Background: an optimization exercise with open tools, aiming at small area and a short achievable clock period. Do not read the settings as production practice. Where RTL was checked, it was by simulation tests only, not by an equivalence proof against the original. No functional check of the RTL was part of runs 2 to 5.

--- flow/design.v ---
module LIFSIM (
    input  wire        clk,
    input  wire        reset,
    input  wire [15:0] I_app,
    input  wire [15:0] I_fb,
    output wire [15:0] V_mem,
    output wire [15:0] V_out,
    output wire [15:0] U_leak,
    output wire [31:0] dU_dt,
    output wire [31:0] dV_dt
);
    reg [15:0] u_r;      
    reg [15:0] du_r;     
    reg [15:0] v_r;      
    reg [15:0] dv_r;     
    reg        fire_r;   
    reg        spk_r;    
    wire [27:0] prod = v_r * 16'd3277;
    wire [15:0] dv_n = v_r - {4'd0, prod[27:16]};
    always @(posedge clk) begin
        if (reset) begin
            u_r    <= 16'd0;
            du_r   <= 16'd0;
            v_r    <= 16'd0;
            dv_r   <= 16'd0;
            fire_r <= 1'b0;
            spk_r  <= 1'b0;
        end else begin
            du_r   <= {1'b0, u_r[15:1]} + {15'd0, u_r[0]};
            u_r    <= I_app + I_fb + du_r;
            fire_r <= $signed(v_r) >= 16'sd3277;
            spk_r  <= fire_r;
            if (fire_r) begin
                v_r  <= 16'd0;
                dv_r <= 16'd0;
            end else begin
                v_r  <= u_r + dv_r;
                dv_r <= dv_n;
            end
        end
    end
    assign V_mem  = v_r;
    assign V_out  = {15'd0, spk_r};
    assign U_leak = u_r;
    assign dU_dt  = {16'd0, du_r};
    assign dV_dt  = {16'd0, dv_r};
endmodule
--- flow/run.sh ---
#!/bin/bash
# synth_recipe.tcl (not shown) runs the flow's synth.tcl, then flattens the netlist and writes it again
# the make line also repeats each setting of config.mk as NAME=value (left out here)
make -C /OpenROAD-flow-scripts/flow DESIGN_CONFIG=/design/flow/config.mk WORK_HOME=/design/flow/orfs CLKGATE_MAP_FILE= SYNTH_SCRIPT=/design/flow/synth_recipe.tcl finish
--- flow/config.mk ---
export PLATFORM = sky130hd
export DESIGN_NAME = LIFSIM
export DESIGN_NICKNAME = LIFSIM
export VERILOG_FILES = /design/flow/design.v
export SDC_FILE = /design/flow/constraint.sdc
export NUM_CORES = 4
export LEC_CHECK = 0
export CAP_MARGIN = 20
export CORE_MARGIN = 2
export CORE_UTILIZATION = 40
export SLEW_MARGIN = 20
--- flow/constraint.sdc ---
create_clock -name core_clock -period 7.0 [get_ports {clk}]
set_input_delay 1.4000 -clock core_clock [delete_from_list [all_inputs] [get_ports {clk}]]
set_output_delay 1.4000 -clock core_clock [all_outputs]
set_load 0.01 [all_outputs]
==> results.cfg, run 1 <==
[outcome]
status = finished clean

[floorplan]
die_x_um = 147
core_area_mm2 = 0.0202
placementRows = 52
num_io_pins = 146
start_util_pct = 40.7
die_height_um = 147
die-area_mm2 = 0.0217

[clock_tree]
cts_buffers = 9
ctsHoldBuffers = 0
cts_root_buf = clkbuf_16
cts_tree = built
htree_levels = 3
worst_skew_pair.late_latency_ns = 0.34
clk_pin_slew_ns = 0.06
cts.path.max_buffers = 2
cts_sinks = 66

[critical_path]
path_class = reg2reg
crit_family = adder cells
crit_buf_inv = 5
max_stage_delay_ns = 0.61
start_kind = register
path_cells = inv_1, ha_1, ha_1, inv_1, fa_1, inv_1, fa_1, inv_1, fa_1, inv_1, ha_1, and3_1, and3_4, a211o_1, a211o_2, a21oi_1, xor2_1, ha_1, a21oi_1, o21ai_0, a311oi_2, nand2_1, xnor2_1, nor2_1
cp_slowest_cell = dfxtp_1
setup.worst_path.end_class = register
required_ns = 7.20
worst_ep_arrival_time_ns = 6.74
critPathMaxFanout = 10
crit_path_frequent_cell = inv_1

[yosys]
synthCells = 911
ys_seq_area_share_pct = 16.1
synth.ff_latch_count = 66
synth_top_flop_cell = dfxtp_1
synth-edff-count = 0
synthArstFlopShare_pct = 0
synth_cell_type_count = 57
syn_area_mm2 = 0.00823
syn_avg_cell_area_um2 = 9.03
yosysWarnings = 1

[sta]
rsz0062_at_grt = false
finalCriticalPeriod_ns = 6.53
tns_ns = 0
finalMaxSlewViolations = 0
skew_ns = 0.0123
hold_viol = 0
fmax_mhz = 153
slew_headroom_pct = 52.8
period_share_pct = 93.3
setup_viol = 0
tightest_slew_ns = 0.700

[global_route]
gr-usage-met1_pct = 26.2
grt_util_all_layers_pct = 18.6
grt_max_degree = 42
antenna_found_initial = 0
use_met2_pct = 30.9
grt_pass1_vias = 6272
use_met3_pct = 2.35
grt.overflow.total = 0
grt_busiest_layer = met2
grt_pass1_wl_um = 32300

[routing]
drt_first_pass_iters = 4
antenna_left = 0
post-route-drc-count = 0
drt_iter0_markers = 318
wire_per_inst_um = 15.3
routed_wl_um = 19700
via_per_inst = 4.82
via_count = 6225

[cells_and_area]
drive_above_1_share_pct = 3.62
diodes = 0
areaGrowthSynthToFinish_pct = 17.5
nNetsFinal = 1280
finalInstanceArea_mm2 = 0.00967

[placement]
gp_congestion = 0.875
hpwl_um = 16600
dpl-instance-area_mm2 = 0.00939
numPortBuffers = 98

[job]
maxCapViolCount = 0

[min_path]
hp-class = reg2reg
## worst paths after layout
path / endpoint / start / slack [ns] / cells past startpoint
setup / recovery: dv_r[14] / v_r[1] / 0.47 / 24
hold / removal: spk_r / fire_r / 0.52 / 1
setup reg to reg: dv_r[14] / v_r[1] / 0.47 / 24
hold reg to reg: spk_r / fire_r / 0.52 / 1
## cell usage in the layout, fill, tap and decap left out, types with 3 or more instances in the layout
cell type and instances:
ha_1 155, inv_1 143, clkdlybuf4s50_1 98, fa_1 74, nor2_1 66, dfxtp_1 66, conb_1 47, a21oi_1 42
nand2_1 36, xor2_1 34, xnor2_1 28, o21ai_0 26, a21o_1 22, nand3_1 18, nor3_1 12, nand4_1 12
nor2b_1 11, buf_4 11, and2_1 10, and3_1 9, nand2b_1 9, clkbuf_16 9, o21a_1 8, a31oi_1 8
a211oi_1 5, nor3b_1 5, o31ai_1 4, o211ai_1 4, or3_1 4, o21bai_1 3, mux2i_1 3, or2_2 3
clkbuf_1 3, clkinv_2 3
## cell type report
class / instances / area [um^2]
Tap cell: 270 / 338
Clock buffer: 13 / 250
Multi-Input combinational cell: 688 / 6140
Fill cell: 1956 / 10600
Sequential cell: 66 / 1320
Clock inverter: 3 / 15.0
Inverter: 143 / 537
Timing Repair Buffer: 109 / 1060
## through the flow
step	instances	setup slack [ns]	util (%)	hold WS, ns
after CTS	1292	0.338	47.7	0.519
after floorplan	957	0.907	-	0.475
after detailed placement	1276	0.353	46.4	0.507
after global routing	1292	0.0657	47.8	0.558
final	1292	0.470	47.8	0.519
after global placement	1276	0.509	46.4	0.515
## flip-flops by register name (all words and copies together), names as in the netlist
name / cells
du_r: 16
dv_r: 16
u_r: 16
v_r: 16
fire_r: 1
spk_r: 1
## routing by layer
layer	vias to the layer above	wire, um
li1	3153	-
met1	2929	9690
met2	131	9140
met3	12	737
met4	0	155
met5	-	0
## cell families after synthesis
| kind of cell | share of synthesized area [%] |
|---|---|
| compound gates | 11.6 |
| xor+xnor | 6.60 |
| fa+ha+maj | 41.6 |
| buf+inv | 11.5 |
| flops | 16.1 |
| mux | 0.365 |
| other cells | 0.0456 |
| simple gates | 12.3 |
## cells in the mapped netlist, types with 5 or more instances
| cell | instances | share of area [%] |
|---|---|---|
| nor3_1 | 12 | 0.73 |
| a31oi_1 | 8 | 0.61 |
| dfxtp_1 | 66 | 16 |
| a211oi_1 | 5 | 0.46 |
| nand2_1 | 36 | 1.6 |
| ha_1 | 155 | 24 |
| xor2_1 | 34 | 3.6 |
| a21oi_1 | 42 | 2.6 |
| clkbuf_1 | 11 | 0.50 |
| nand3_1 | 18 | 1.1 |
| inv_1 | 143 | 6.5 |
| nor2_1 | 66 | 3.0 |
| nand4_1 | 12 | 0.91 |
| nor3b_1 | 5 | 0.46 |
| xnor2_1 | 28 | 3.0 |
| o21ai_0 | 27 | 1.6 |
| buf_4 | 48 | 4.4 |
| fa_1 | 74 | 18 |
| and2_1 | 10 | 0.76 |
| and3_1 | 9 | 0.68 |
| nor2b_1 | 11 | 0.84 |
| o21a_1 | 8 | 0.73 |
| nand2b_1 | 9 | 0.68 |
| a21o_1 | 22 | 2.0 |
## repair_timing
| item | in CTS | in global routing |
|---|---|---|
| endpoints found under the setup margin | 0 | 3 |
| setup buffers | 0 | 0 |
| gates resized for setup | 0 | 2 |
==> run 2, diff against run 1 <==
--- a/flow/design.v
+++ b/flow/design.v
@@ -15,8 +15,9 @@
     reg [15:0] dv_r;     
     reg        fire_r;   
     reg        spk_r;    
-    wire [27:0] prod = v_r * 16'd3277;
-    wire [15:0] dv_n = v_r - {4'd0, prod[27:16]};
+    wire [17:0] t = {2'b0,v_r} + {1'b0,v_r,1'b0};
+    wire [31:0] prod = {4'b0,t,10'b0} + {8'b0,t,6'b0} + {12'b0,t,2'b0} + {16'b0,v_r};
+    wire [15:0] dv_n = v_r - prod[31:16];
     always @(posedge clk) begin
         if (reset) begin
             u_r    <= 16'd0;
==> results.cfg, run 2 <==
[outcome]
status = finished clean

[sta]
finalMaxSlewViolations = 0
setup_viol = 0
hold_viol = 0
finalCriticalPeriod_ns = 6.59
period_share_pct = 94.2
tns_ns = 0
slew_headroom_pct = 23.1
tightest_slew_ns = 1.15
skew_ns = 0.00893
fmax_mhz = 152

[routing]
via_count = 5573
via_per_inst = 4.98
antenna_left = 0
drt_iter0_markers = 221
drt_first_pass_iters = 4
wire_per_inst_um = 14.6
post-route-drc-count = 0
routed_wl_um = 16400

[yosys]
syn_avg_cell_area_um2 = 8.88
ys_seq_area_share_pct = 19.2
synth_most_common_cell = ha_1
synth_top_area_share_pct = 20.7
synth.ff_latch_count = 66
yosysWarnings = 1
syn_area_mm2 = 0.00687
synthCells = 774
synthArstFlopShare_pct = 0
yosys-top-cells-count = ha_1, nor2_1, inv_1, dfxtp_1, buf_4
synth_cell_type_count = 66
synth-edff-count = 0
synth_top_cell_by_area = ha_1
synthTopCellsByArea = ha_1, dfxtp_1, fa_1
synth_top_flop_cell = dfxtp_1

[critical_path]
cp_slowest_cell = fa_1
max_stage_delay_ns = 0.52
worst_ep_arrival_time_ns = 6.81
crit_family = compound AO/OA/AOI/OAI gates
crit_buf_inv = 3
r2r_slack_ns = 0.41
start_kind = register
setup.worst_path.end_class = register
required_ns = 7.21
critPathMaxFanout = 3
path_class = reg2reg

[cells_and_area]
diodes = 0
nFillCells = 1621
areaGrowthSynthToFinish_pct = 22.7
final_util_pct = 50.5
drive_above_1_share_pct = 7.68
final_common_cell = ha_1
mostFrequentLayoutCells = ha_1, clkdlybuf4s50_1, nor2_1
nNetsFinal = 1082

[clock_tree]
cts_buffers = 9
ctsHoldBuffers = 0
cts_tree = built
cts_sinks = 66
cts.path.max_buffers = 2
clk_pin_slew_ns = 0.05
cts_root_buf = clkbuf_16
worst_skew_pair.late_latency_ns = 0.33
htree_levels = 3

[global_route]
antenna_found_initial = 0
grt_pass1_wl_um = 26800
grt_util_all_layers_pct = 18.6
grt_pass1_vias = 5399
grt.overflow.total = 0
grt_max_degree = 37

[floorplan]
core_area_mm2 = 0.0167
placementRows = 47
die_x_um = 135
start_util_pct = 41.2
num_io_pins = 146
die_height_um = 135
die-area_mm2 = 0.0182

[placement]
numPortBuffers = 98
hpwl_um = 13600
gp_congestion = 0.919

[job]
maxCapViolCount = 0

[min_path]
hp-class = reg2reg
## run 2: per-stage QoR
step | cells | setup slack [ns] | instance area, um^2 | hold WS [ns]
floorplan | 820 | 0.156 | 7050 | 0.453
global route | 1119 | -0.0139 | 8430 | 0.519
finish | 1119 | 0.408 | 8430 | 0.488
detailed placement | 1102 | -0.00219 | 8070 | 0.484
global placement | 1102 | 0.127 | 8070 | 0.477
CTS | 1116 | 0.0221 | 8370 | 0.494
## run 2: layer usage
metal  up-vias  global-route usage (%)  share of wire [%]
met5         -                       0                  0
met4         0                    2.84               0.80
met3        17                    3.30                4.4
met2       133                    29.6                 44
met1      2605                    26.8                 50
li1       2818                       -                  -
## run 2: final cells by class
| class | instances | area, um^2 | share of cell area [%] |
|---|---|---|---|
| Sequential cell | 66 | 1320 | 15.7 |
| Multi-Input combinational cell | 626 | 5110 | 60.6 |
| Clock buffer | 12 | 256 | 3.04 |
| Clock inverter | 2 | 37.5 | 0.445 |
| Timing Repair Buffer | 122 | 1160 | 13.8 |
| Tap cell | 220 | 275 | 3.26 |
| Inverter | 71 | 267 | 3.16 |
## run 2: what timing repair did
item | 4_1_cts | 5_1_grt
pin swaps | 0 | 8
endpoints found under the setup margin | 1 | 8
endpoints found under the hold margin | 0 | 0
setup buffers | 0 | 3
resized for setup | 1 | 12
## run 2: final timing paths
kind,startpoint,end,cells past startpoint
worst max-delay path,v_r[1],dv_r[13],30
worst min-delay path,fire_r,spk_r,1
worst max register to register,v_r[1],dv_r[13],30
worst min register to register,fire_r,spk_r,1
## run 2: cells by family after synthesis
| logic type | Yosys count | share of synthesized area (%) |
|---|---|---|
| and+or+nand+nor | 211 | 15.7 |
| muxes | 2 | 0.291 |
| DFF | 66 | 19.2 |
| xor gates and xnor gates | 63 | 8.25 |
| AOI/OAI and AO/OA | 151 | 15.1 |
| adders and majority gates | 152 | 31.8 |
| other | 1 | 0.0546 |
| buffers and inverters | 128 | 9.61 |
## run 2: worst register-to-register path: cells and delay by family, from the launching register on
kind / cells / cell delay, ns
fa+ha+maj: 6 / 2.11
mux: 1 / 0.12
buf+inv: 3 / 0.18
simple gates: 5 / 1.08
compound gates: 14 / 2.46
xor+xnor: 1 / 0.20
flops: 1 / 0.34
==> run 3, diff against run 2 <==
--- a/flow/config.mk
+++ b/flow/config.mk
@@ -5,7 +5,9 @@
 export SDC_FILE = /design/flow/constraint.sdc
 export NUM_CORES = 4
 export LEC_CHECK = 0
+export ABC_CLOCK_PERIOD_IN_PS = 2500
 export CAP_MARGIN = 20
 export CORE_MARGIN = 2
 export CORE_UTILIZATION = 40
+export SETUP_SLACK_MARGIN = 4.5
 export SLEW_MARGIN = 20
==> results.cfg, run 3 <==
[outcome]
status = finished clean

[cells_and_area]
stdcell_count = 1175
mostFrequentLayoutCells = ha_1, nor2_1, inv_1
final_common_cell = ha_1
multi_input_area_mm2 = 0.00572
area.sequential_mm2 = 0.00138
areaGrowthSynthToFinish_pct = 38.8
diodes = 0
nFillCells = 1522
nNetsFinal = 1136
drive_above_1_share_pct = 26.3

[critical_path]
cp_slowest_cell = fa_1
reg2reg_to = dv_r[13]
max_stage_delay_ns = 0.53
start_kind = register
path_class = reg2reg
rr_worst_depth = 30
r2r_slack_ns = 0.71
setup.worst_path.end_class = register
worst_ep_arrival_time_ns = 6.50
r2r_start = v_r[1]
critPathMaxFanout = 5
required_ns = 7.22

[sta]
finalMaxSlewViolations = 0
tns_ns = 0
hold_viol = 0
skew_ns = 0.00676
rsz0062_at_grt = true
period_share_pct = 89.8
slew_headroom_pct = 57.5
tightest_slew_ns = 0.637
setup_viol = 0
fmax_mhz = 159
finalCriticalPeriod_ns = 6.29

[clock_tree]
cts_buffers = 9
clk_pin_slew_ns = 0.05
cts_sinks = 66
htree_levels = 3
cts_tree = built
cts.path.max_buffers = 2
ctsHoldBuffers = 0
worst_skew_pair.late_latency_ns = 0.33
cts_root_buf = clkbuf_16

[routing]
via_per_inst = 5.01
via_count = 5884
drt_first_pass_iters = 5
antenna_left = 0
routed_wl_um = 18600
wl_met2_um = 8640
drt-met1-wl_um = 8970
wl_met3_um = 716
post-route-drc-count = 0
wire_per_inst_um = 15.8
drt_iter0_markers = 268
top_layer = met4

[yosys]
ys_seq_area_share_pct = 19.2
synth-edff-count = 0
synth_top_area_share_pct = 20.7
synthCells = 774
synthTopCellsByArea = ha_1, dfxtp_1, fa_1
syn_area_mm2 = 0.00687
synthArstFlopShare_pct = 0
yosysWarnings = 1
synth_cell_type_count = 66
syn_avg_cell_area_um2 = 8.88
synth_top_flop_cell = dfxtp_1
synth_most_common_cell = ha_1
synth_top_cell_by_area = ha_1
yosys-top-cells-count = ha_1, nor2_1, inv_1, dfxtp_1, buf_4
synth.ff_latch_count = 66

[placement]
dp.cells = 1088
hpwl_um = 13500
numPortBuffers = 98
gp_congestion = 0.854

[floorplan]
die_height_um = 135
start_util_pct = 41.2
core_area_mm2 = 0.0167
placementRows = 47
die_x_um = 135
num_io_pins = 146
die-area_mm2 = 0.0182

[global_route]
grt_pass1_wl_um = 29100
grt.overflow.total = 0
grt_pass1_vias = 5691
grt_util_all_layers_pct = 20.3
antenna_found_initial = 0
grt_max_degree = 19

[min_path]
min-delay-start = u_r[15]
hold_end = du_r[15]
hp-class = reg2reg
holdPathStages = 1

[job]
maxCapViolCount = 0
## run 3: cell counts after synthesis
Identical to the previous run, type by type.
## run 3: worst max path at each step
stage | from | end | slack (ns) | cells after the start
2_1_floorplan | v_r[0] | dv_r[13] | 1.0 | 30
3_3_place_gp | v_r[4] | dv_r[14] | 0.38 | 27
3_5_place_dp | v_r[4] | dv_r[14] | 0.35 | 27
4_1_cts | v_r[1] | dv_r[14] | 0.76 | 31
5_1_grt | v_r[1] | dv_r[15] | 0.45 | 30
6_report | v_r[1] | dv_r[13] | 0.71 | 30
## run 3: worst max-delay path: cells and delay by family (launching register included)
kind                       cells  cell delay [ns]
and+or+nand+nor                5             0.96
AOI/OAI and AO/OA             14             2.40
adders and majority gates      6             1.98
buffers and inverters          3             0.16
muxes                          1             0.11
xor gates and xnor gates       1             0.19
DFF                            1             0.38
## run 3: repair_timing
item / in CTS / in global routing
gates resized for setup: 200 / 74
setup buffers: 45 / 24
pin swaps: 60 / 74
endpoints found under the hold margin: 0 / 0
setup endpoints to repair: 112 / 41
cloned: 2 / 0
## run 3: area by class of cell
cell class                      instances  area share, %
Clock inverter                          5          0.577
Tap cell                              220           2.89
Clock buffer                           11           2.44
Inverter                               71           2.79
Timing Repair Buffer                  175           16.9
Multi-Input combinational cell        627           59.9
Sequential cell                        66           14.5
## run 3: logic make-up after synthesis
group,after synthesis,synth area share [%]
mux,2,0.291
buf+inv,128,9.61
fa+ha+maj,152,31.8
compound gates,151,15.1
xor+xnor,63,8.25
simple gates,211,15.7
other cells,1,0.0546
flops,66,19.2
## run 3: metal layers
layer	vias up	global-route usage [%]
met4	0	3.88
met5	-	0
li1	2937	-
met2	130	32.6
met1	2796	29.0
met3	21	3.19
## run 3: through the flow
step | area, um^2 | utilization, % | hold slack, ns | setup slack (ns)
CTS | 9100 | 54.5 | 0.521 | 0.761
detailed placement | 8130 | 48.7 | 0.503 | 0.353
global placement | 8130 | 48.7 | 0.502 | 0.376
finish | 9540 | 57.1 | 0.521 | 0.712
floorplan | 7220 | - | 0.459 | 0.995
global route | 9540 | 57.1 | 0.542 | 0.455
==> run 4, diff against run 3 <==
--- a/flow/design.v
+++ b/flow/design.v
@@ -15,9 +15,8 @@
     reg [15:0] dv_r;     
     reg        fire_r;   
     reg        spk_r;    
-    wire [17:0] t = {2'b0,v_r} + {1'b0,v_r,1'b0};
-    wire [31:0] prod = {4'b0,t,10'b0} + {8'b0,t,6'b0} + {12'b0,t,2'b0} + {16'b0,v_r};
-    wire [15:0] dv_n = v_r - prod[31:16];
+    wire [31:0] s = {v_r,16'b0} + ~{5'b0,v_r,11'b0} + ~{6'b0,v_r,10'b0} + ~{9'b0,v_r,7'b0} + ~{10'b0,v_r,6'b0} + ~{13'b0,v_r,3'b0} + ~{14'b0,v_r,2'b0} + ~{16'b0,v_r} + 32'd7 + 32'd65535;
+    wire [15:0] dv_n = s[31:16];
     always @(posedge clk) begin
         if (reset) begin
             u_r    <= 16'd0;
==> flow/config.mk (replaced) <==
export PLATFORM = sky130hd
export DESIGN_NAME = LIFSIM
export DESIGN_NICKNAME = LIFSIM
export VERILOG_FILES = /design/flow/design.v
export SDC_FILE = /design/flow/constraint.sdc
export NUM_CORES = 4
export LEC_CHECK = 0
export CAP_MARGIN = 20
export CORE_MARGIN = 2
export CORE_UTILIZATION = 40
export SLEW_MARGIN = 20
==> results.cfg, run 4 <==
[yosys]
synthCells = 789
synth_top_area_share_pct = 21.9
synth_top_cell_by_area = fa_1
yosys-top-cells-count = ha_1, inv_1, fa_1, dfxtp_1, nor2_1
yosysWarnings = 1
synth_top_flop_cell = dfxtp_1
synthArstFlopShare_pct = 0
synth_cell_type_count = 53
syn_area_mm2 = 0.00739
ys_seq_area_share_pct = 17.9
synth-edff-count = 0
synth_most_common_cell = ha_1
synthTopCellsByArea = fa_1, ha_1, dfxtp_1
syn_avg_cell_area_um2 = 9.37
synth.ff_latch_count = 66

[global_route]
grt_busiest_layer = met2
grt.overflow.total = 0
gr-usage-met1_pct = 23.9
grt_max_degree = 42
grt_pass1_vias = 5546
grt_util_all_layers_pct = 17.9
use_met2_pct = 31.3
use_met3_pct = 3.25
grt_pass1_wl_um = 28200
antenna_found_initial = 0

[cells_and_area]
final_common_cell = ha_1
nNetsFinal = 1123
mostFrequentLayoutCells = ha_1, inv_1, clkdlybuf4s50_1
diodes = 0
areaGrowthSynthToFinish_pct = 18.0
finalInstanceArea_mm2 = 0.00873
nFillCells = 1750
drive_above_1_share_pct = 2.58

[sta]
hold_viol = 0
period_share_pct = 72.9
tightest_slew_ns = 0.542
slew_headroom_pct = 63.7
rsz0062_at_grt = false
finalCriticalPeriod_ns = 5.10
fmax_mhz = 196
skew_ns = 0.00650
finalMaxSlewViolations = 0
hold_slack_ns = 0.533
tns_ns = 0
setup_viol = 0

[routing]
antenna_left = 0
via_count = 5404
wire_per_inst_um = 15.2
via_per_inst = 4.83
drt_iter0_markers = 232
routed_wl_um = 17000
post-route-drc-count = 0
drt_first_pass_iters = 4

[job]
maxCapViolCount = 0

[critical_path]
start_kind = register
crit_family = adder cells
required_ns = 7.22
crit_buf_inv = 3
worst_ep_arrival_time_ns = 5.32
crit_path_frequent_cell = fa_1
setup.worst_path.end_class = register
path_cells = inv_1, fa_1, fa_1, fa_1, inv_1, fa_1, inv_1, ha_1, and4_1, nand3_1, a211o_1, and2_4, o22ai_4, a31oi_1, and4_1, a211o_1
critPathMaxFanout = 8
path_class = reg2reg
cp_slowest_cell = fa_1
max_stage_delay_ns = 0.55

[min_path]
hp-class = reg2reg

[clock_tree]
post_cts_buffers = 0
clk_pin_slew_ns = 0.05
worst_skew_pair.late_latency_ns = 0.34
cts.path.max_buffers = 2
cts_tree = built
cts_resized = 0
cts_root_buf = clkbuf_16
cts_buffers = 9
htree_levels = 3
ctsHoldBuffers = 0
cts_sinks = 66

[floorplan]
die_height_um = 140
die-area_mm2 = 0.0196
core_area_mm2 = 0.0180
num_io_pins = 146
die_x_um = 140
start_util_pct = 41.0
placementRows = 49

[outcome]
status = finished clean

[placement]
hpwl_um = 14400
numPortBuffers = 98
gp_congestion = 0.858
dpl-instance-area_mm2 = 0.00844
run 4: kinds of logic (layout without fill, tap and decap cells):
kind of cell | count (synthesis) | count (layout) | synth area share (%)
AOI/OAI and AO/OA | 123 | 123 | 10.9
xor gates and xnor gates | 48 | 48 | 5.69
adders and majority gates | 203 | 203 | 42.6
buffers and inverters | 179 | 234 | 11.5
DFF | 66 | 66 | 17.9
muxes | 3 | 3 | 0.406
other | 1 | 47 | 0.0507
and+or+nand+nor | 166 | 166 | 11.0
run 4: worst register-to-register path, cell delays in order, from the launching register on:
cell and delay, ns:
dfxtp_1 0.46, inv_1 0.22, fa_1 0.55, fa_1 0.52
fa_1 0.55, inv_1 0.05, fa_1 0.53, inv_1 0.04
ha_1 0.33, and4_1 0.21, nand3_1 0.08, a211o_1 0.27
and2_4 0.19, o22ai_4 0.28, a31oi_1 0.21, and4_1 0.22
a211o_1 0.26
run 4: path summary, 6_finish.rpt:
path / endpoint / cells after the start / startpoint / slack [ns]
min: du_r[10] / 2 / u_r[11] / 0.53
min reg2reg: du_r[10] / 2 / u_r[11] / 0.53
max reg2reg: dv_r[15] / 16 / v_r[6] / 1.90
max: dv_r[15] / 16 / v_r[6] / 1.90
run 4: final cells by class:
class / count / area [um^2] / share of cell area, %
sequential: 66 / 1320 / 15.1
timing repair buffer: 99 / 988 / 11.3
clock inverter: 3 / 40.0 / 0.459
tap: 229 / 287 / 3.28
clock buffer: 12 / 246 / 2.82
multi-input combinational: 590 / 5390 / 61.8
inverter: 120 / 450 / 5.16
run 4: through the flow:
stage	cells	utilization (%)	setup slack, ns
5_1_grt	1119	48.4	1.59
3_3_place_gp	1104	46.8	1.97
2_1_floorplan	835	-	2.20
4_1_cts	1119	48.4	1.88
3_5_place_dp	1104	46.8	1.91
6_report	1119	48.4	1.90
run 4: metal layers:
metal	routed length (um)	vias to the layer above	share of wire, %
met5	0	-	0
met4	78	0	0.46
met3	598	6	3.5
met2	8490	98	50
met1	7790	2599	46
li1	-	2701	-
==> run 5, diff against run 4 <==
--- a/flow/config.mk
+++ b/flow/config.mk
@@ -5,7 +5,9 @@
 export SDC_FILE = /design/flow/constraint.sdc
 export NUM_CORES = 4
 export LEC_CHECK = 0
+export ABC_CLOCK_PERIOD_IN_PS = 2500
 export CAP_MARGIN = 20
 export CORE_MARGIN = 2
 export CORE_UTILIZATION = 40
+export SETUP_SLACK_MARGIN = 4.5
 export SLEW_MARGIN = 20
==> results.cfg, run 5 <==
[outcome]
status = finished clean

[critical_path]
worst_ep_arrival_time_ns = 4.80
required_ns = 7.23
setup.worst_path.end_class = register
critPathMaxFanout = 3
path_class = reg2reg
start_kind = register

[cells_and_area]
diodes = 0
nNetsFinal = 1215
mostFrequentLayoutCells = ha_1, inv_1, fa_1
nFillCells = 1635
final_common_cell = ha_1
drive_above_1_share_pct = 25.7
areaGrowthSynthToFinish_pct = 35.3

[yosys]
synthTopCellsByArea = fa_1, ha_1, dfxtp_1
synth_top_area_share_pct = 21.9
ys_seq_area_share_pct = 17.9
synthCells = 789
syn_avg_cell_area_um2 = 9.37
synth_top_flop_cell = dfxtp_1
synth.ff_latch_count = 66
synth_cell_type_count = 53
synth-edff-count = 0
syn_area_mm2 = 0.00739
synthArstFlopShare_pct = 0
yosysWarnings = 1
yosys-top-cells-count = ha_1, inv_1, fa_1, dfxtp_1, nor2_1
synth_most_common_cell = ha_1
synth_top_cell_by_area = fa_1

[global_route]
grt.overflow.total = 0
grt_pass1_wl_um = 31000
grt_pass1_vias = 5957
antenna_found_initial = 0
grt_util_all_layers_pct = 19.9
grt_max_degree = 42

[sta]
finalWorstSetupSlack_ns = 2.43
rsz0062_at_grt = true
finalMaxSlewViolations = 0
tns_ns = 0
period_share_pct = 65.2
fmax_mhz = 219
finalCriticalPeriod_ns = 4.57
skew_ns = 0.00595
setup_viol = 0
hold_viol = 0

[routing]
via_per_inst = 4.79
drt_first_pass_iters = 4
antenna_left = 0
drt_iter0_markers = 244
via_count = 5808
post-route-drc-count = 0
wire_per_inst_um = 16.1
routed_wl_um = 19600

[floorplan]
placementRows = 49
core_area_mm2 = 0.0180
die-area_mm2 = 0.0196
die_x_um = 140
die_height_um = 140
start_util_pct = 41.0
num_io_pins = 146

[placement]
gp_congestion = 0.878
hpwl_um = 14600
numPortBuffers = 98
detailedPlace.worstSlack_ns = 2.19

[clock_tree]
ctsHoldBuffers = 0
worst_skew_pair.late_latency_ns = 0.34
cts_sinks = 66
htree_levels = 3
cts_root_buf = clkbuf_16
cts_buffers = 9
cts_tree = built
cts.path.max_buffers = 2
clk_pin_slew_ns = 0.06

[min_path]
hp-class = reg2reg

[job]
maxCapViolCount = 0
-- run 5: changes by cell type in the layout (fill, tap and decap cells not counted), sizes merged, moves of 3 or more --
cell / change
buf: +98
clkdlybuf4s50: -80
dlygate4sd2: +65
clkdlybuf4s15: +5
inv: +3
-- run 5: what timing repair did --
item	4_1_cts	5_1_grt
endpoints found under the setup margin	111	53
resized for setup	179	60
pin swaps	49	42
gates cloned	0	1
buffers inserted	59	32
-- run 5: metal layers --
| layer | track usage [%] | part of all wire [%] | vias up | wire, um |
|---|---|---|---|---|
| met4 | 4.58 | 1.6 | 0 | 312 |
| li1 | - | - | 2887 | - |
| met1 | 25.9 | 44 | 2797 | 8550 |
| met5 | 0 | 0 | - | 0 |
| met3 | 3.76 | 4.2 | 19 | 819 |
| met2 | 34.2 | 51 | 105 | 9880 |
-- run 5: final cells by class --
| type | instances | area, um^2 | area share [%] |
|---|---|---|---|
| repair buffers | 190 | 1670 | 16.7 |
| inverters | 120 | 510 | 5.10 |
| clock buffers | 10 | 239 | 2.39 |
| well taps | 229 | 287 | 2.86 |
| multi-input cells | 591 | 5870 | 58.6 |
| flip-flops and latches | 66 | 1400 | 14.0 |
| clock inverters | 6 | 38.8 | 0.388 |
-- run 5: worst max-delay path, cell delays in order (launching register included) --
cell	delay (ns)
dfxtp_4	0.38
inv_8	0.04
fa_1	0.52
inv_1	0.05
fa_1	0.55
inv_2	0.04
fa_1	0.50
fa_1	0.46
ha_4	0.30
and4_4	0.21
nand3_2	0.07
a211o_1	0.28
and2_4	0.17
o22ai_4	0.19
buf_12	0.14
a31oi_4	0.09
and4_1	0.20
a211o_1	0.25
-- run 5: final timing paths --
check                             start        to  slack [ns]  depth (start not counted)
worst max register to register  v_r[13]  dv_r[15]        2.43                         17
worst max-delay path            v_r[13]  dv_r[15]        2.43                         17
worst min register to register  u_r[15]  du_r[15]        0.51                          1
worst min-delay path            u_r[15]  du_r[15]        0.51                          1
-- run 5: cell families after synthesis --
kind of cell / count (synthesis) / synth area share (%)
flops: 66 / 17.9
buf+inv: 179 / 11.5
mux: 3 / 0.406
xor+xnor: 48 / 5.69
fa+ha+maj: 203 / 42.6
other cells: 1 / 0.0507
compound gates: 123 / 10.9
simple gates: 166 / 11.0
-- run 5: per-stage QoR --
step           cells  instance area, um^2  utilization, %  hold slack [ns]
6_report        1212                10000            55.5            0.514
5_1_grt         1212                10000            55.5            0.529
4_1_cts         1179                 9560            53.1            0.525
3_5_place_dp    1104                 8640            48.0            0.497
3_3_place_gp    1104                 8640            48.0            0.505
2_1_floorplan    835                 7770               -            0.475

-- port drivers added, routing unchanged --
The flow's constraints put no driver on any port. The routed layouts listed below were extracted and timed again, unchanged, in two steps. Step 1 sets driving cells, clkbuf_16 on the clock port and buf_2 on the other inputs (assumed; they add their load-dependent delay and slew). Step 2 also shifts input and output timing later by t, the mid clock arrival at the registers, as if the neighbouring blocks saw the same clock. Three values: ideal, step 1, step 2; two values: the first two.
| run | t, ns | setup WS [ns] | clock arrival spread, ns | slew at the worst register clock pin (ns) | pins driven straight from the clock port |
|---|---|---|---|---|---|
| run 1 | 0.369 | 0.470 / 0.470 / 0.470 | 0.012 / 0.012 | 0.06 / 0.06 | 1 |
| run 2 | 0.360 | 0.408 / 0.408 / 0.408 | 0.009 / 0.008 | 0.05 / 0.05 | 1 |
| run 3 | 0.359 | 0.712 / 0.712 / 0.712 | 0.007 / 0.007 | 0.05 / 0.05 | 1 |
| run 4 | 0.365 | 1.895 / 1.895 / 1.895 | 0.007 / 0.007 | 0.06 / 0.06 | 1 |
| run 5 | 0.377 | 2.435 / 2.435 / 2.435 | 0.006 / 0.007 | 0.06 / 0.06 | 1 |
After both steps setup and hold are still met in every run listed.
